Context: an optimization exercise on an open-source flow, tuned for small area and a short achievable clock period. The choices shown serve that exercise and are no tape-out recipe.
At most, simulation tests tie the RTL to the original design; equivalence was not proved.
The clock port is modelled as an ideal driver; clocking choices that lean on that would not hold on a real chip.

## JK
// rrc_filter
module rrc_filter #(
	parameter WIDTH = 9
)(
	input logic clk,
	input logic rst,
	input logic signed [WIDTH-1:0] filter_in,
	output logic signed [WIDTH-1:0] filter_out
);
For scale: roughly 20 I/O pins, roughly 18,000 µm² of cells after synthesis.
Settings: LEC_CHECK=0, ABC_CLOCK_PERIOD_IN_PS=800, CAP_MARGIN=20, CORE_MARGIN=2, CORE_UTILIZATION=70, CTS_BUF_LIST=sky130_fd_sc_hd__clkbuf_16, CTS_CLUSTER_DIAMETER=80, CTS_CLUSTER_SIZE=30, PLACE_DENSITY=0.75, SLEW_MARGIN=20, SYNTH_HIERARCHICAL=1; clock period 10.5 ns.
standard.sh (not shown) runs the stock make flow with config.mk's settings and CLKGATE_MAP_FILE= SYNTH_SCRIPT=/design/flow/synth_recipe.tcl, a recipe that flattens the netlist after the stock synthesis.
==> flow/flow/run.sh <==
#!/bin/bash
# Own layout flow: the standard ORFS flow (standard.sh, unchanged synthesis), with
#  - timing repair aimed below the design's period (SETUP_SLACK_MARGIN; the SDC is unchanged),
#  - port buffers of a normal buffer cell rather than the smallest one,
#  - after CTS, the clock port drives the tree's branch buffers directly, split in two (flow/flatten_clock_root.tcl).
# Each step's full log is kept by ORFS under orfs/logs/; make's own output goes to flow.log.
set -uo pipefail
here=$(pwd)
bash standard.sh SETUP_SLACK_MARGIN=7.45 "BUFFER_PORTS_ARGS=-buffer_cell sky130_fd_sc_hd__buf_2" \
  "POST_CTS_TCL=$here/flow/flatten_clock_root.tcl" finish > flow.log 2>&1
Other scripts of this flow, unchanged in this note and not shown: flow/flow/flatten_clock_root.tcl
## Diff of input files: MS against JK
--- a/flow/design.v
+++ b/flow/design.v
@@ -802,26 +802,23 @@
   always_ff @(posedge clk or posedge rst) begin
     if (rst) cs2 <= 36'b000111101000111001111100000110000001;
     else cs2 <= {c442, c440, pv0[9], s441, s436, c430, c417, s429, c414, c398, s416, c396, s397, c377, s376, c356, s374, s355, c330, s329, c304, c278, s303, c275, s277, s254, c238, s237, c224, s223, s214, s211, s209, pv0[1], pv0[0], cs3[0]};
   end
   always_ff @(posedge clk or posedge rst) begin
     if (rst) cs1 <= 35'b01110011101010001111000101010011010;
     else cs1 <= {c673, s672, c670, cs2[32], c668, s669, c666, s667, c654, c651, s661, s653, c642, s641, c624, s638, s623, c600, s599, c577, s576, c552, s551, c529, s528, c506, s505, c486, s485, s467, s464, s452, s449, s443, sr0[0]};
   end
   wire [18:0] fa_ = {1'b1, cs1[34], n714, s712, s710, n709, s707, s705, s703, s701, s699, s697, s695, s693, s691, s689, s687, s685, n674};
   wire [18:0] fb_ = {1'b0, cs1[33], c713, c711, cs1[27], c708, c706, c704, c702, c700, c698, c696, c694, c692, c690, c688, c686, c684, s683};
-  wire c8_;
-  wire [8:0] y0_, y1_;
-  rrc_carry8 u_c8 (.a(fa_[7:0]), .b(fb_[7:0]), .co(c8_));
-  rrc_hsat u_h0 (.a(fa_[18:8]), .b(fb_[18:8]), .ci(1'b0), .y(y0_));
-  rrc_hsat u_h1 (.a(fa_[18:8]), .b(fb_[18:8]), .ci(1'b1), .y(y1_));
-  wire [8:0] y_ = c8_ ? y1_ : y0_;
+  wire [18:0] sum_ = fa_ + fb_;
+  wire ovf_ = (sum_[18] != sum_[16]) || (sum_[17] != sum_[16]);
+  wire [8:0] y_ = ovf_ ? (sum_[18] ? 9'h100 : 9'h0ff) : sum_[16:8];
   always_ff @(posedge clk or posedge rst) begin
     if (rst) filter_out <= 9'd0;
     else filter_out <= y_;
   end
 endmodule
 module rrc_fa (input logic a, input logic b, input logic ci, output logic s, output logic co);
   assign s = a ^ b ^ ci;
   assign co = (a & b) | (a & ci) | (b & ci);
 endmodule
 module rrc_carry8 (input logic [7:0] a, input logic [7:0] b, output logic co);
==> comparison <==
Looking at upper clock frequency limit, MS sits 16% higher than JK does. From JK to MS the numbers moved as follows: placer congestion estimate now larger, aggregate routed wire length shows a reduction of 500 µm, setup slack higher, critical path depth went down by 6. Between MS and JK, it is MS whose area of the core region is lower, by 3.1%. Mean area per synthesized cell: MS vs JK up 4.1%. NOTE synthesized cell count JK->MS decreased by a few percent. Against JK, routed length on met1 in MS fell by a few percent. Comparing the two runs side by side, MS comes out ahead of JK on worst relative slew slack.
No functional check of the RTL was part of JK.


Another version of the RTL of rrc_filter (not shown whole).
Size: ~1000 cells after synthesis, about 370 flip-flops, about 20 I/O pins, ~17000 um^2 of cells after synthesis.
// rrc_filter
module rrc_filter #(
	parameter WIDTH = 9
)(
	input logic clk,
	input logic rst,
	input logic signed [WIDTH-1:0] filter_in,
	output logic signed [WIDTH-1:0] filter_out
);
export LEC_CHECK = 0
export ABC_CLOCK_PERIOD_IN_PS = 800
export CAP_MARGIN = 20
export CORE_MARGIN = 2
export CORE_UTILIZATION = 55
export CTS_BUF_LIST = sky130_fd_sc_hd__clkbuf_4 sky130_fd_sc_hd__clkbuf_8
export CTS_CLUSTER_DIAMETER = 60
export CTS_CLUSTER_SIZE = 20
export SLEW_MARGIN = 20
export SYNTH_HIERARCHICAL = 1
create_clock -name core_clock -period 10.5 [get_ports {clk}]
==> flow/flow/run.sh <==
#!/bin/bash
# Own layout flow: the standard ORFS flow (standard.sh, unchanged synthesis), with
#  - timing repair aimed below the design's period (SETUP_SLACK_MARGIN; the SDC is unchanged),
#  - port buffers of a normal buffer cell rather than the smallest one.
# Each step's full log is kept by ORFS under orfs/logs/; make's own output goes to flow.log.
set -uo pipefail
bash standard.sh SETUP_SLACK_MARGIN=7.3 "BUFFER_PORTS_ARGS=-buffer_cell sky130_fd_sc_hd__buf_4" finish > flow.log 2>&1
The baseline produced a clean layout.
==> next run, changes <==
--- a/flow/design.v
+++ b/flow/design.v
@@ -881,32 +881,44 @@
     else cs3 <= {c233, c230, s232, c227, s229, c224, s226, c221, s223, c218, s220, c215, s217, c212, s214, c209, s211, c206, s208, c203, s205, c200, s202, c197, s199, c194, s196, s193, sr26[0]};
   end
   always_ff @(posedge clk or posedge rst) begin
     if (rst) cs2 <= 35'b01100100011100111001000010001110000;
     else cs2 <= {c489, c486, s488, c483, s485, c481, s482, c478, s480, c475, s477, c472, s474, c469, s471, c466, s468, c463, s465, c460, s462, c457, s459, c454, s456, c451, s453, c449, s450, c446, s448, c443, s445, s442, cs3[0]};
   end
   always_ff @(posedge clk or posedge rst) begin
     if (rst) cs1 <= 36'b100000110011010101110011000001000100;
     else cs1 <= {c738, cs2[34], c736, s737, c734, s735, c732, s733, c730, s731, c727, s729, c724, s726, c721, s723, c718, s720, c715, s717, c712, s714, c709, s711, c706, s708, c703, s705, c700, s702, c697, s699, c694, s696, s693, s655};
   end
   wire [18:0] fa_ = {1'b1, s799, s797, s795, s793, s791, s789, s787, s785, s783, s781, s779, s777, s775, s773, s771, s769, s767, n740};
   wire [18:0] fb_ = {c800, c798, c796, c794, c792, c790, c788, c786, c784, c782, c780, c778, c776, c774, c772, c770, c768, c766, s765};
-  wire [18:0] sum_ = fa_ + fb_;
-  wire ovf_ = (sum_[18] != sum_[16]) || (sum_[17] != sum_[16]);
-  wire [8:0] y_ = ovf_ ? (sum_[18] ? 9'h100 : 9'h0ff) : sum_[16:8];
+  wire c8_;
+  wire [8:0] y0_, y1_;
+  rrc_carry8 u_c8 (.a(fa_[7:0]), .b(fb_[7:0]), .co(c8_));
+  rrc_hsat u_h0 (.a(fa_[18:8]), .b(fb_[18:8]), .ci(1'b0), .y(y0_));
+  rrc_hsat u_h1 (.a(fa_[18:8]), .b(fb_[18:8]), .ci(1'b1), .y(y1_));
+  wire [8:0] y_ = c8_ ? y1_ : y0_;
   always_ff @(posedge clk or posedge rst) begin
     if (rst) filter_out <= 9'd0;
     else filter_out <= y_;
   end
 endmodule
 module rrc_fa (input logic a, input logic b, input logic ci, output logic s, output logic co);
   assign s = a ^ b ^ ci;
   assign co = (a & b) | (a & ci) | (b & ci);
 endmodule
+module rrc_carry8 (input logic [7:0] a, input logic [7:0] b, output logic co);
+  wire [8:0] t = {1'b0, a} + {1'b0, b};
+  assign co = t[8];
+endmodule
+module rrc_hsat (input logic [10:0] a, input logic [10:0] b, input logic ci, output logic [8:0] y);
+  wire [10:0] t = a + b + {10'd0, ci};
+  wire ovf = (t[10] != t[8]) || (t[9] != t[8]);
+  assign y = ovf ? (t[10] ? 9'h100 : 9'h0ff) : t[8:0];
+endmodule
 module rrc_fa1 (input logic a, input logic b, output logic s, output logic co);
   assign s = ~(a ^ b);
   assign co = a | b;
 endmodule
 module rrc_ha (input logic a, input logic b, output logic s, output logic co);
   assign s = a ^ b;
   assign co = a & b;
 endmodule
After rerunning:
- The new run passed the timing, design-rule and antenna checks
- wire length rises by 1.9%
- worst setup slack gets worse by 0.35 ns
- maximum frequency falls by 9.9%
- global-route usage falls by 0.80 points
- core utilization rises by 0.12 points
- clock-buffer cell count falls by 7
- design area rises by 3.8%
- clock skew rises by 0.013 ns
- cell count rises by 7.6%
- worst hold slack gets worse by 0.012 ns
The RTL of the second run of this note was laid out without a check of its function.


== lane 1 ==
Another version of the RTL of rrc_filter (not shown whole).
For scale: about 1000 cells after synthesis, ~0.018 sq mm of cells after synthesis.
## rrc_filter
module rrc_filter #(
	parameter WIDTH = 9
)(
	input logic clk,
	input logic rst,
	input logic signed [WIDTH-1:0] filter_in,
	output logic signed [WIDTH-1:0] filter_out
);
export LEC_CHECK = 0
export ABC_CLOCK_PERIOD_IN_PS = 800
export CAP_MARGIN = 20
export CORE_MARGIN = 2
export CORE_UTILIZATION = 70
export CTS_BUF_LIST = sky130_fd_sc_hd__clkbuf_16
export CTS_CLUSTER_DIAMETER = 80
export CTS_CLUSTER_SIZE = 30
export PLACE_DENSITY = 0.75
export SLEW_MARGIN = 20
export SYNTH_HIERARCHICAL = 1
create_clock -name core_clock -period 10.5 [get_ports {clk}]
Scripts as last shown in full above: flow/flow/run.sh
--- input diff lane 1..lane 2 ---
--- a/flow/design.v
+++ b/flow/design.v
@@ -864,23 +864,26 @@
   always_ff @(posedge clk or posedge rst) begin
     if (rst) cs2 <= 35'b01100100011100111001000010001110000;
     else cs2 <= {c489, c486, s488, c483, s485, c481, s482, c478, s480, c475, s477, c472, s474, c469, s471, c466, s468, c463, s465, c460, s462, c457, s459, c454, s456, c451, s453, c449, s450, c446, s448, c443, s445, s442, cs3[0]};
   end
   always_ff @(posedge clk or posedge rst) begin
     if (rst) cs1 <= 36'b100000110011010101110011000001000100;
     else cs1 <= {c738, cs2[34], c736, s737, c734, s735, c732, s733, c730, s731, c727, s729, c724, s726, c721, s723, c718, s720, c715, s717, c712, s714, c709, s711, c706, s708, c703, s705, c700, s702, c697, s699, c694, s696, s693, s655};
   end
   wire [18:0] fa_ = {1'b1, s775, s773, s771, s769, s767, s765, s763, s761, s759, s757, s755, s753, s751, s749, s747, s745, s743, n739};
   wire [18:0] fb_ = {c776, c774, c772, c770, c768, c766, c764, c762, c760, c758, c756, c754, c752, c750, c748, c746, c744, c742, s741};
-  wire [18:0] sum_ = fa_ + fb_;
-  wire ovf_ = (sum_[18] != sum_[16]) || (sum_[17] != sum_[16]);
-  wire [8:0] y_ = ovf_ ? (sum_[18] ? 9'h100 : 9'h0ff) : sum_[16:8];
+  wire c8_;
+  wire [8:0] y0_, y1_;
+  rrc_carry8 u_c8 (.a(fa_[7:0]), .b(fb_[7:0]), .co(c8_));
+  rrc_hsat u_h0 (.a(fa_[18:8]), .b(fb_[18:8]), .ci(1'b0), .y(y0_));
+  rrc_hsat u_h1 (.a(fa_[18:8]), .b(fb_[18:8]), .ci(1'b1), .y(y1_));
+  wire [8:0] y_ = c8_ ? y1_ : y0_;
   always_ff @(posedge clk or posedge rst) begin
     if (rst) filter_out <= 9'd0;
     else filter_out <= y_;
   end
 endmodule
 module rrc_fa (input logic a, input logic b, input logic ci, output logic s, output logic co);
   assign s = a ^ b ^ ci;
   assign co = (a & b) | (a & ci) | (b & ci);
 endmodule
 module rrc_carry8 (input logic [7:0] a, input logic [7:0] b, output logic co);
Findings:
- Against lane 1 as the reference, lane 2 delivers a lower maximum frequency.
- Delta (lane 2 minus lane 1): critical path depth picked up an extra 9, final instance area picked up an extra 0.0018 sq mm, insertion delay of the later-clocked pin in the worst-skew pair picked up an extra 30 ps, post-cts repair resize count picked up an extra 30.
- Between lane 1 and lane 2, cell area after placement is lower for lane 1, lane 2 comes in above that.
No run of this note included a check of the RTL's function; only the layout flow was run.

==> port drivers added, routing unchanged <==
In the flow no input, the clock included, has a driving cell. The finished layouts below were timed again as built, in two steps.
Step 1 (the two cells are an assumption about what drives the block):
set clk [get_ports {clk}]
set_driving_cell -lib_cell sky130_fd_sc_hd__clkbuf_16 $clk
set_driving_cell -lib_cell sky130_fd_sc_hd__buf_2 [delete_from_list [all_inputs] $clk]
Step 2 adds t to the input delays and takes it off the output delays; t is the mean of the earliest and latest rising clock arrival at the registers after step 1. Input paths then give back, and output paths get back, about the clock's delay inside the block.
Slacks: no drivers / after step 1 / after step 2; pairs: no drivers / after step 1.
run	t (ns)	setup WS [ns]	worst setup path at the end	cell pins on the clock port's net
JK	0.423	7.041 / 7.041 / 7.041	register to register	4
MS	0.413	7.516 / 7.477 / 7.214	input to register	4
the first run of note 2	0.588	7.290 / 7.290 / 7.025	input, reset recovery	1
the second run of note 2	0.657	6.937 / 6.937 / 6.901	input, reset recovery	1
lane 1	0.552	7.371 / 7.323 / 7.102	input, reset recovery	1
lane 2	0.575	7.181 / 7.181 / 7.035	input, reset recovery	1
After both steps every run listed still meets setup and hold. The setup slack of MS, which loses most, moves by -0.039 ns with the drivers and by -0.302 ns with both steps. Setup slack includes reset recovery checks.
